Background: an optimization exercise with open tools, aiming at small area. Do not read the settings as production practice.
Only simulation tests tie the RTL to the original design; equivalence was not proved.
No activity file was given, so power comes from the tool's default toggle rates.

===== flow/config.mk =====
export PLATFORM = sky130hd
export DESIGN_NAME = ROM
export DESIGN_NICKNAME = ROM
export VERILOG_FILES = /design/flow/design.v
export SDC_FILE = /design/flow/constraint.sdc
export NUM_CORES = 4
export LEC_CHECK = 0
export CAP_MARGIN = 20
export CORE_MARGIN = 2
export CORE_UTILIZATION = 40
export SLEW_MARGIN = 20

===== flow/rom_256x8.hex =====
00
01
02
03
04
05
06
07
08
09
0a
0b
0c
0d
0e
0f
10
11
12
13
14
15
16
17
18
19
1a
1b
1c
1d
1e
1f
20
21
22
23
24
25
26
27
28
29
2a
2b
2c
2d
2e
2f
30
31
32
33
34
35
36
37
38
39
3a
3b
3c
3d
3e
3f
40
41
42
43
44
45
46
47
48
49
4a
4b
4c
4d
4e
4f
50
51
52
53
54
55
56
57
58
59
5a
5b
5c
5d
5e
5f
60
61
62
63
64
65
66
67
68
69
6a
6b
6c
6d
6e
6f
70
71
72
73
74
75
76
77
78
79
7a
7b
7c
7d
7e
7f
80
81
82
83
84
85
86
87
88
89
8a
8b
8c
8d
8e
8f
90
91
92
93
94
95
96
97
98
99
9a
9b
9c
9d
9e
9f
a0
a1
a2
a3
a4
a5
a6
a7
a8
a9
aa
ab
ac
ad
ae
af
b0
b1
b2
b3
b4
b5
b6
b7
b8
b9
ba
bb
bc
bd
be
bf
c0
c1
c2
c3
c4
c5
c6
c7
c8
c9
ca
cb
cc
cd
ce
cf
d0
d1
d2
d3
d4
d5
d6
d7
d8
d9
da
db
dc
dd
de
df
e0
e1
e2
e3
e4
e5
e6
e7
e8
e9
ea
eb
ec
ed
ee
ef
f0
f1
f2
f3
f4
f5
f6
f7
f8
f9
fa
fb
fc
fd
fe
ff

===== flow/run.sh =====
#!/bin/bash
# synth_recipe.tcl (not shown) runs the flow's synth.tcl, then flattens the netlist and writes it again
# the make line also repeats each setting of config.mk as NAME=value (left out here)
make -C /OpenROAD-flow-scripts/flow DESIGN_CONFIG=/design/flow/config.mk WORK_HOME=/design/flow/orfs CLKGATE_MAP_FILE= SYNTH_SCRIPT=/design/flow/synth_recipe.tcl finish

===== flow/design.v =====
module rom_256x8 (
    input wire [7:0] address,
    input wire clock,
    output wire [7:0] q
);
    reg [7:0] mem [0:255];
    reg [7:0] address_reg;
    initial $readmemh("rom_256x8.hex", mem);
    always @(posedge clock) address_reg <= address;
    assign q = mem[address_reg];
endmodule
module key_filter #(
    parameter CNT_MAX=7'd99
) (
    input wire sys_clk,
    input wire sys_rst_n,
    input wire key_in,
    output reg key_flag
);
    reg[6:0] cnt_20ms;
    always @(posedge sys_clk or negedge sys_rst_n) begin
        if(sys_rst_n==1'b0)
            cnt_20ms<=7'b0;
        else if(key_in==1'b1)
            cnt_20ms<=7'b0;
        else if(cnt_20ms==CNT_MAX&&key_in==1'b0)
            cnt_20ms<=cnt_20ms;
        else
            cnt_20ms<=cnt_20ms+1'b1;
    end
    always @(posedge sys_clk or negedge sys_rst_n) begin
        if(sys_rst_n==1'b0)
            key_flag<=1'b0;
        else if(cnt_20ms==CNT_MAX-1'b1)
            key_flag<=1'b1;
        else
            key_flag<=1'b0;
    end
endmodule
module rom_ctrl (
    input wire sys_clk,
    input wire sys_rst_n,
    input wire key1_flag,    
    input wire key2_flag,    
    output reg [7:0] addr    
);
    parameter CNT_MAX = 1999;     
    reg addr_flag1;
    reg addr_flag2;
    reg [10:0] cnt_200ms;
    always @(posedge sys_clk or negedge sys_rst_n) begin
        if(sys_rst_n == 1'b0) addr_flag1 <= 1'b0;
        else if(key2_flag) addr_flag1 <= 1'b0;
        else if(key1_flag) addr_flag1 <= ~addr_flag1;
    end
    always @(posedge sys_clk or negedge sys_rst_n) begin
        if(sys_rst_n == 1'b0) addr_flag2 <= 1'b0;
        else if(key1_flag) addr_flag2 <= 1'b0;
        else if(key2_flag) addr_flag2 <= ~addr_flag2;
    end
    always @(posedge sys_clk or negedge sys_rst_n) begin
        if(sys_rst_n == 1'b0) cnt_200ms <= 11'd0;
        else if((cnt_200ms == CNT_MAX) || addr_flag1 || addr_flag2) cnt_200ms <= 11'd0;
        else cnt_200ms <= cnt_200ms + 1'b1;
    end
    always @(posedge sys_clk or negedge sys_rst_n) begin
        if(sys_rst_n == 1'b0) addr <= 8'd0;
        else if(addr == 8'd255 && cnt_200ms == CNT_MAX) addr <= 8'd0;
        else if(addr_flag1) addr <= 8'd99;
        else if(addr_flag2) addr <= 8'd199;
        else if(cnt_200ms == CNT_MAX) addr <= addr + 1'b1;
    end
endmodule
module bcd_8421 (
    input wire sys_clk,
    input wire sys_rst_n,
    input wire [19:0] data,
    output reg [3:0] unit,
    output reg [3:0] ten,
    output reg [3:0] hun,
    output reg [3:0] tho,
    output reg [3:0] t_tho,
    output reg [3:0] h_hun
);
    reg [4:0] cnt_shift;
    reg [43:0] data_shift;
    reg shift_flag;
    always @(posedge sys_clk or negedge sys_rst_n) begin
        if(sys_rst_n == 1'b0) cnt_shift <= 5'd0;
        else if((cnt_shift == 5'd21)&&(shift_flag == 1'b1)) cnt_shift <= 5'd0;
        else if(shift_flag == 1'b1) cnt_shift <= cnt_shift + 1'b1;
        else cnt_shift <= cnt_shift;
    end
    always @(posedge sys_clk or negedge sys_rst_n) begin
        if(sys_rst_n == 1'b0) data_shift <= 44'b0;
        else if(cnt_shift == 5'd0) data_shift <= {24'b0, data};
        else if((cnt_shift <= 20)&&(shift_flag == 1'b0)) begin
            data_shift[23:20] <= (data_shift[23:20]>4) ? (data_shift[23:20] + 2'd3) : (data_shift[23:20]);
            data_shift[27:24] <= (data_shift[27:24]>4) ? (data_shift[27:24] + 2'd3) : (data_shift[27:24]);
            data_shift[31:28] <= (data_shift[31:28]>4) ? (data_shift[31:28] + 2'd3) : (data_shift[31:28]);
            data_shift[35:32] <= (data_shift[35:32]>4) ? (data_shift[35:32] + 2'd3) : (data_shift[35:32]);
            data_shift[39:36] <= (data_shift[39:36]>4) ? (data_shift[39:36] + 2'd3) : (data_shift[39:36]);
            data_shift[43:40] <= (data_shift[43:40]>4) ? (data_shift[43:40] + 2'd3) : (data_shift[43:40]);
        end
        else if((cnt_shift <= 20)&&(shift_flag == 1'b1)) data_shift <= data_shift << 1;
        else data_shift <= data_shift;
    end
    always @(posedge sys_clk or negedge sys_rst_n) begin
        if(sys_rst_n == 1'b0) begin
            shift_flag <= 1'b0;
        end
        else begin
            shift_flag <= ~shift_flag;
        end
    end
    always @(posedge sys_clk or negedge sys_rst_n) begin
        if(sys_rst_n == 1'b0) begin
            unit <= 4'b0;
            ten <= 4'b0;
            hun <= 4'b0;
            tho <= 4'b0;
            t_tho <= 4'b0;
            h_hun <= 4'b0;
        end
        else if(cnt_shift == 5'd21) begin
            unit <= data_shift[23:20];
            ten <= data_shift[27:24];
            hun <= data_shift[31:28];
            tho <= data_shift[35:32];
            t_tho <= data_shift[39:36];
            h_hun <= data_shift[43:40];
        end
    end
endmodule
module seg_dynamic (
    input wire sys_clk,          
    input wire sys_rst_n,        
    input wire [19:0] data,      
    input wire [5:0] point,      
    input wire seg_en,           
    input wire sign,             
    output reg [5:0] sel,        
    output reg [7:0] seg         
);
    parameter CNT_MAX = 8'd199;   
    wire [3:0] unit;
    wire [3:0] ten;
    wire [3:0] hun;
    wire [3:0] tho;
    wire [3:0] t_tho;
    wire [3:0] h_hun;
    reg [23:0] data_reg;     
    reg [7:0] cnt_1ms;      
    reg flag_1ms;            
    reg [2:0] cnt_sel;       
    reg [5:0] sel_reg;       
    reg [3:0] data_disp;     
    reg dot_disp;            
    always @(posedge sys_clk or negedge sys_rst_n) begin
        if(sys_rst_n == 1'b0) data_reg <= 24'b0;
        else if(h_hun||point[5]) data_reg <= {h_hun,t_tho,tho,hun,ten,unit};
        else if((t_tho || point[4]) && sign) data_reg <= {4'd10,t_tho,tho,hun,ten,unit};
        else if((t_tho || point[4]) && !sign) data_reg <= {4'd11,t_tho,tho,hun,ten,unit};
        else if((tho || point[3]) && sign) data_reg <= {4'd11,4'd10,tho,hun,ten,unit};
        else if((tho || point[3]) && !sign) data_reg <= {4'd11,4'd11,tho,hun,ten,unit};
        else if((hun || point[2]) && sign) data_reg <= {4'd11,4'd11,4'd10,hun,ten,unit};
        else if((hun || point[2]) && !sign) data_reg <= {4'd11,4'd11,4'd11,hun,ten,unit};
        else if((ten || point[1]) && sign) data_reg <= {4'd11,4'd11,4'd11,4'd10,ten,unit};
        else if((ten || point[1]) && !sign) data_reg <= {4'd11,4'd11,4'd11,4'd11,ten,unit};
        else if((unit || point[0]) && sign) data_reg <= {4'd11,4'd11,4'd11,4'd11,4'd10,unit};
        else data_reg <= {4'd11,4'd11,4'd11,4'd11,4'd11,unit};
    end
    always @(posedge sys_clk or negedge sys_rst_n) begin
        if(sys_rst_n == 1'b0) cnt_1ms <= 8'd0;
        else if(cnt_1ms == CNT_MAX) cnt_1ms <= 8'd0;
        else cnt_1ms <= cnt_1ms + 1'b1;
    end
    always @(posedge sys_clk or negedge sys_rst_n) begin
        if(sys_rst_n == 1'b0) flag_1ms <= 1'b0;
        else if(cnt_1ms == CNT_MAX - 1'b1) flag_1ms <= 1'b1;
        else flag_1ms <= 1'b0;
    end
    always @(posedge sys_clk or negedge sys_rst_n) begin
        if(sys_rst_n == 1'b0) cnt_sel <= 3'd0;
        else if((cnt_sel == 3'd5)&&(flag_1ms)) cnt_sel <= 3'd0;
        else if(flag_1ms) cnt_sel <= cnt_sel + 1'b1;
        else cnt_sel <= cnt_sel;
    end
    always @(posedge sys_clk or negedge sys_rst_n) begin
        if(sys_rst_n == 1'b0) sel_reg <= 6'b0;
        else if((cnt_sel == 3'd0)&&(flag_1ms)) sel_reg <= 6'b000001;
        else if(flag_1ms) sel_reg <= sel_reg << 1;
        else sel_reg <= sel_reg;
    end
    always @(posedge sys_clk or negedge sys_rst_n) begin
        if(sys_rst_n == 1'b0) data_disp <= 4'b0;
        else if((seg_en)&&(flag_1ms)) begin
            case (cnt_sel)
                3'd0: data_disp <= data_reg[3:0];
                3'd1: data_disp <= data_reg[7:4];
                3'd2: data_disp <= data_reg[11:8];
                3'd3: data_disp <= data_reg[15:12];
                3'd4: data_disp <= data_reg[19:16];
                3'd5: data_disp <= data_reg[23:20];
                default: data_disp <= 4'b0;
            endcase
        end
        else data_disp <= data_disp;
    end
    always @(posedge sys_clk or negedge sys_rst_n) begin
        if(sys_rst_n == 1'b0) dot_disp <= 1'b1;
        else if(flag_1ms) dot_disp <= ~point[cnt_sel];
        else dot_disp <= dot_disp;
    end
    always @(posedge sys_clk or negedge sys_rst_n) begin
        if(sys_rst_n == 1'b0) seg <= 8'b11111111;
        else begin
            case (data_disp)
                4'd0: seg <= {dot_disp,7'b1000000};
                4'd1: seg <= {dot_disp,7'b1111001};
                4'd2: seg <= {dot_disp,7'b0100100};
                4'd3: seg <= {dot_disp,7'b0110000};
                4'd4: seg <= {dot_disp,7'b0011001};
                4'd5: seg <= {dot_disp,7'b0010010};
                4'd6: seg <= {dot_disp,7'b0000010};
                4'd7: seg <= {dot_disp,7'b1111000};
                4'd8: seg <= {dot_disp,7'b0000000};
                4'd9: seg <= {dot_disp,7'b0010000};
                4'd10: seg <= {dot_disp,8'b10111111};
                4'd11: seg <= {dot_disp,8'b11111111};
                default: seg <= 8'b11000000;
            endcase
        end
    end
    always @(posedge sys_clk or negedge sys_rst_n) begin
        if(sys_rst_n == 1'b0) sel <= 6'b000000;
        else sel <= sel_reg;
    end
    bcd_8421 bcd_inst(
        .sys_clk(sys_clk),
        .sys_rst_n(sys_rst_n),
        .data(data),
        .unit(unit),
        .ten(ten),
        .hun(hun),
        .tho(tho),
        .t_tho(t_tho),
        .h_hun(h_hun)
    );
endmodule
module hc595_ctrl (
    input wire sys_clk,
    input wire sys_rst_n,
    input wire [5:0] sel,
    input wire [7:0] seg,
    output reg stcp,
    output reg shcp,
    output reg ds,
    output wire oe
);
    reg [1:0] cnt_4;         
    reg [3:0] cnt_bit;       
    wire [13:0] data;
    assign data = {seg[0],seg[1],seg[2],seg[3],seg[4],seg[5],seg[6],seg[7],sel};
    assign oe = ~sys_rst_n;
    always @(posedge sys_clk or negedge sys_rst_n) begin
        if(sys_rst_n == 1'b0) cnt_4 <= 2'd0;
        else if(cnt_4 == 2'd3) cnt_4 <= 2'd0;
        else cnt_4 <= cnt_4 + 1'b1;
    end
    always @(posedge sys_clk or negedge sys_rst_n) begin
        if(sys_rst_n == 1'b0) cnt_bit <= 4'd0;
        else if(cnt_4 == 2'd3 && cnt_bit == 4'd13) cnt_bit <= 4'd0;
        else if(cnt_4 == 2'd3) cnt_bit <= cnt_bit + 1'b1;
        else cnt_bit <= cnt_bit;
    end
    always @(posedge sys_clk or negedge sys_rst_n) begin
        if(sys_rst_n == 1'b0) stcp <= 1'b0;
        else if(cnt_bit == 4'd13 && cnt_4 == 2'd3) stcp <= 1'b1;
        else stcp <= 1'b0;
    end
    always @(posedge sys_clk or negedge sys_rst_n) begin
        if(sys_rst_n == 1'b0) shcp <= 1'b0;
        else if(cnt_4 >= 4'd2) shcp <= 1'b1;
        else shcp <= 1'b0;
    end
    always @(posedge sys_clk or negedge sys_rst_n) begin
        if(sys_rst_n == 1'b0) ds <= 1'b0;
        else if(cnt_4 == 2'd0) ds <= data[cnt_bit];
        else ds <= ds;
    end
endmodule
module seg_595_dynamic (
    input wire sys_clk,
    input wire sys_rst_n,
    input wire [19:0] data,
    input wire [5:0] point,
    input wire seg_en,
    input wire sign,
    output wire stcp,
    output wire shcp,
    output wire ds,
    output wire oe
);
    wire [5:0] sel;
    wire [7:0] seg;
    seg_dynamic seg_dynamic_inst(
        .sys_clk(sys_clk),
        .sys_rst_n(sys_rst_n),
        .data(data),
        .point(point),
        .seg_en(seg_en),
        .sign(sign),
        .sel(sel),
        .seg(seg)
    );
    hc595_ctrl hc595_ctrl_inst(
        .sys_clk(sys_clk),
        .sys_rst_n(sys_rst_n),
        .sel(sel),
        .seg(seg),
        .stcp(stcp),
        .shcp(shcp),
        .ds(ds),
        .oe(oe)
    );
endmodule
module ROM (
    input wire sys_clk,
    input wire sys_rst_n,
    input wire [1:0] key,
    output wire stcp,
    output wire shcp,
    output wire ds,
    output wire oe
);
    wire [7:0] addr;
    wire [7:0] rom_data;     
    wire key1_flag;          
    wire key2_flag;          
    rom_ctrl rom_ctrl_inst(
        .sys_clk(sys_clk),
        .sys_rst_n(sys_rst_n),
        .key1_flag(key1_flag),
        .key2_flag(key2_flag),
        .addr(addr)
    );
    key_filter key1_filter_inst(
        .sys_clk(sys_clk),
        .sys_rst_n(sys_rst_n),
        .key_in(key[0]),         
        .key_flag(key1_flag)     
    );
    key_filter key2_filter_inst(
        .sys_clk(sys_clk),
        .sys_rst_n(sys_rst_n),
        .key_in(key[1]),
        .key_flag(key2_flag)
    );
    seg_595_dynamic seg_595_dynamic_inst(
        .sys_clk(sys_clk),
        .sys_rst_n(sys_rst_n),
        .data({12'd0,rom_data}),
        .point(6'd0),
        .seg_en(1'b1),
        .sign(1'b0),
        .stcp(stcp),
        .shcp(shcp),
        .ds(ds),
        .oe(oe)
    );
    rom_256x8 rom_256x8_inst(
        .address(addr),
        .clock(sys_clk),
        .q(rom_data)
    );
endmodule

===== flow/constraint.sdc =====
create_clock -name core_clock -period 5.0 [get_ports {sys_clk}]
set_input_delay 1.0000 -clock core_clock [delete_from_list [all_inputs] [get_ports {sys_clk}]]
set_output_delay 1.0000 -clock core_clock [all_outputs]
set_load 0.01 [all_outputs]

==> results.txt <==
## cell usage after synthesis (7+ instances only)
library cell / number / share of area, %
inv_1: 44 / 1.9
a21oi_1: 43 / 2.5
nor4_1: 12 / 0.87
and3_1: 9 / 0.65
nand2_1: 110 / 4.8
o31ai_1: 8 / 0.70
nand2b_1: 13 / 0.94
xnor2_1: 17 / 1.7
o22ai_1: 11 / 0.80
nor3_1: 19 / 1.1
dfstp_2: 8 / 2.4
o21ai_0: 59 / 3.4
xor2_1: 11 / 1.1
dfxtp_1: 8 / 1.9
dfrtp_1: 172 / 50
a31oi_1: 17 / 1.2
buf_2: 7 / 0.41
ha_1: 33 / 4.8
clkbuf_1: 30 / 1.3
nand3_1: 18 / 1.0
nor2_1: 76 / 3.3
mux2_2: 11 / 1.4
## final cells by class
class / instances / area (um^2)
inverters: 44 / 165
well taps: 275 / 344
fillers: 1979 / 11600
multi-input cells: 569 / 3590
repair buffers: 12 / 111
clock inverters: 14 / 158
flip-flops and latches: 188 / 4680
clock buffers: 18 / 429
## worst paths after layout
kind,end,cells after the start
max reg2reg,flop,7
min in group asynchronous,seg_595_dynamic_inst.seg_dynamic_inst.cnt_1ms[4],1
min,seg_595_dynamic_inst.seg_dynamic_inst.data_reg[2],0
min reg2reg,seg_595_dynamic_inst.seg_dynamic_inst.data_reg[2],0
max,oe,3
max in group asynchronous,asynchronous set/reset pin,2
## report_power, final
| group | switching (mW) | internal [mW] | total [mW] |
|---|---|---|---|
| combinational | 0.0801 | 0.0639 | 0.144 |
| sequential | 0.0562 | 1.59 | 1.64 |
| clock | 0.594 | 0.747 | 1.34 |
## layout by cell type, fill, tap and decap left out, types with 8 or more instances in the layout
cell / n
dfxtp_1: 8
o21ai_0: 59
xor2_1: 11
clkbuf_16: 17
inv_1: 44
xnor2_1: 17
nand2_1: 110
o31ai_1: 8
a31oi_1: 17
dfstp_2: 8
mux2_2: 11
nand2b_1: 13
ha_1: 33
nor3_1: 19
dfrtp_1: 171
nor4_1: 12
nand3_1: 18
and3_1: 9
o22ai_1: 11
nor2_1: 76
a21oi_1: 43
## per-layer routing
layer	global-route usage [%]	vias to the layer above	share of wire, %
met1	19.7	2756	49
met2	24.0	57	47
met5	0	-	0
met3	3.01	20	2.4
li1	-	2905	-
met4	4.30	0	1.4
## cells by family after synthesis
kind of cell	Yosys count	synth area share [%]
xor gates and xnor gates	28	2.85
AOI/OAI and AO/OA	196	15.2
other	1	0.0435
DFF	188	54.2
and+or+nand+nor	292	15.9
adders and majority gates	33	4.79
muxes	19	2.80
buffers and inverters	87	4.17
## through the flow
step | cell area (um^2) | power (mW) | utilization [%] | hold WS (ns)
finish | 9480 | 3.13 | 44.9 | 0.374
global route | 9480 | 3.28 | 44.9 | 0.388
floorplan | 8620 | 1.76 | - | 0.349
detailed placement | 8890 | 1.82 | 42.2 | 0.358
CTS | 9480 | 3.17 | 44.9 | 0.374
global placement | 8890 | 1.82 | 42.2 | 0.361
==> metrics.md <==
| Metric | Value |
|---|---|
| Family with the most delay on the worst path | `buffers and inverters` |
| CTS tree | `built` |
| Worst skew pair latency | `roughly 0.43 ns` |
| Max Root-Sink Buffers | `2` |
| Synthesis Warnings | `6` |
| Internal reg-to-reg setup slack | `2.54 ns` |
| Worst Path Arrival | `1.89 ns` |
| CP max stage delay | `between 0.5 and 0.6 ns` |
| Hold Vio Cnt, Final | `0` |
| DIE AREA | `about 23,000 um^2` |
| Core Region | `between 20,000 and 25,000 um^2` |
| Worst slew margin | `between 30% and 40%` |
| Crit. Startpoint | `sys_rst_n` |
| Clock sink count | `188` |
| Largest net degree at the start of global routing | `74` |
| WS Path Type | `primary input to primary output` |
| Reg clk slew, reported paths | `approximately 0.070 ns` |
| Cell variety after synth | `62` |
| Syn Area/Cell | `~10 um^2` |
| Global-route wire length before repair | `roughly 27 mm` |
| Register bit total from synthesis | `approximately 190` |
| H-tree levels | `4` |
| Residual DRC | `0` |
| Number of synthesized flops with an enable pin | `0` |
| Post-CTS Setup Bufs | `0` |
| Grt ovf | `0` |
| Antenna-violating nets left | `0` |
| Share of cells above drive strength 1 | `between 10% and 20%` |
| CTS Buf Count | `17` |
| Vias in the first global route | `roughly 5,500` |
| CP Capture Type | `primary output` |
| Nets | `just under 900` |
| Placed instance count | `roughly 1,100` |
| Final wirelength | `approximately 15 mm` |
| DRT Pass-1 Iters | `5` |
| Vias per std cell | `about 5.1` |
| CTS resizes | `0` |
| CP max FO | `43` |
| Initial antenna violation count | `0` |
| GRT Total Usage | `between 10% and 20%` |
| Placement Setup Slack | `2.09 ns` |
| DPL Wire Length | `approximately 10 mm` |
| Hold WC Path Type | `flop to flop` |
| Cell area after synthesis | `between 8000 and 9000 um^2` |
| Worst Setup Start Kind | `primary input` |
| Max-slew violations | `0` |
| P_leak | `about 4.1 nW` |
| Post-synth ARST share | `a little over nine tenths` |
| Ports | `8` |
| Max-cap viol count | `0` |
| Setup TNS | `0 ns` |
| Post-synthesis cell count | `about 840` |
| Port Buf Inserts | `7` |
| CTS Hold Bufs | `0` |
| Outcome | `timing/DRC/antenna clean` |
| Pwr per Cell Area | `between 300 and 400 nW/um^2` |
| Worst path buffer plus inverter count | `3` |
| Area Overhead vs Synth | `9.96%` |
| Max FFs per register | `between 40 and 50` |
| PnR worst setup slack | `2.11 ns` |
| Worst Tran Pin Value | `0.932 ns` |
| Die Width | `about 150 um` |
| Slowest cell on crit path | `clkdlybuf4s50_1` |
| Required @ worst endpoint | `4.00 ns` |
| Diodes inserted | `0` |
| CP Cell Sequence | `clkbuf_8, inv_1, clkdlybuf4s50_1` |
| Max Clock Freq | `between 0.3 and 0.4 GHz` |
| Final setup fails | `0` |
| RSZ-0062 raised after global routing | `false` |
| Core Rows | `53` |
| GPL Wtd Cong | `slightly above 0.8` |
| Cell Count, Final, Fillers Out | `1,120` |
| Vias | `5,738` |
| Syn_nets | `roughly 900` |
| Tcrit/Tclk final | `between 50% and 60%` |
| Routed len/inst | `13.7 um` |
| Sequential area share after synthesis | `between 50% and 60%` |
| Worst vdd ir | `260 uV` |
| Min cycle time layout | `2.89 ns` |
| Starting Density | `just over 40%` |
| Worst Clk Skew | `0.0103 ns` |
| DRT iter0 DRCs | `356` |
| Root Buffer Master | `clkbuf_16` |
| Top_reg_cell synth | `dfrtp_1` |
| Die height | `approximately 150 um` |

re-timing with driven ports:
The flow's constraints put no driver on any port. The routed layout listed below was extracted and timed again, unchanged, in two steps. Step 1 sets driving cells, clkbuf_16 on the clock port and buf_2 on the other inputs (assumed; they add their load-dependent delay and slew). Step 2 adds t to the input delays and takes it off the output delays; t is the mean of the earliest and latest rising clock arrival at the registers after step 1. Input paths then give back, and output paths get back, about the clock's delay inside the block. a / b / c = ideal / step 1 / step 2; a / b = the first two.
t (ns): 0.466
slack for setup (ns): 2.113 / 2.075 / 2.075
worst setup path after step 2: input to output
worst slew at a driven data input, ns: 0.05
cell pins on the clock port's net: 1
After both steps setup and hold are still met in this run. The setup slack of this run moves by -0.038 ns with the drivers and by -0.038 ns with both steps.
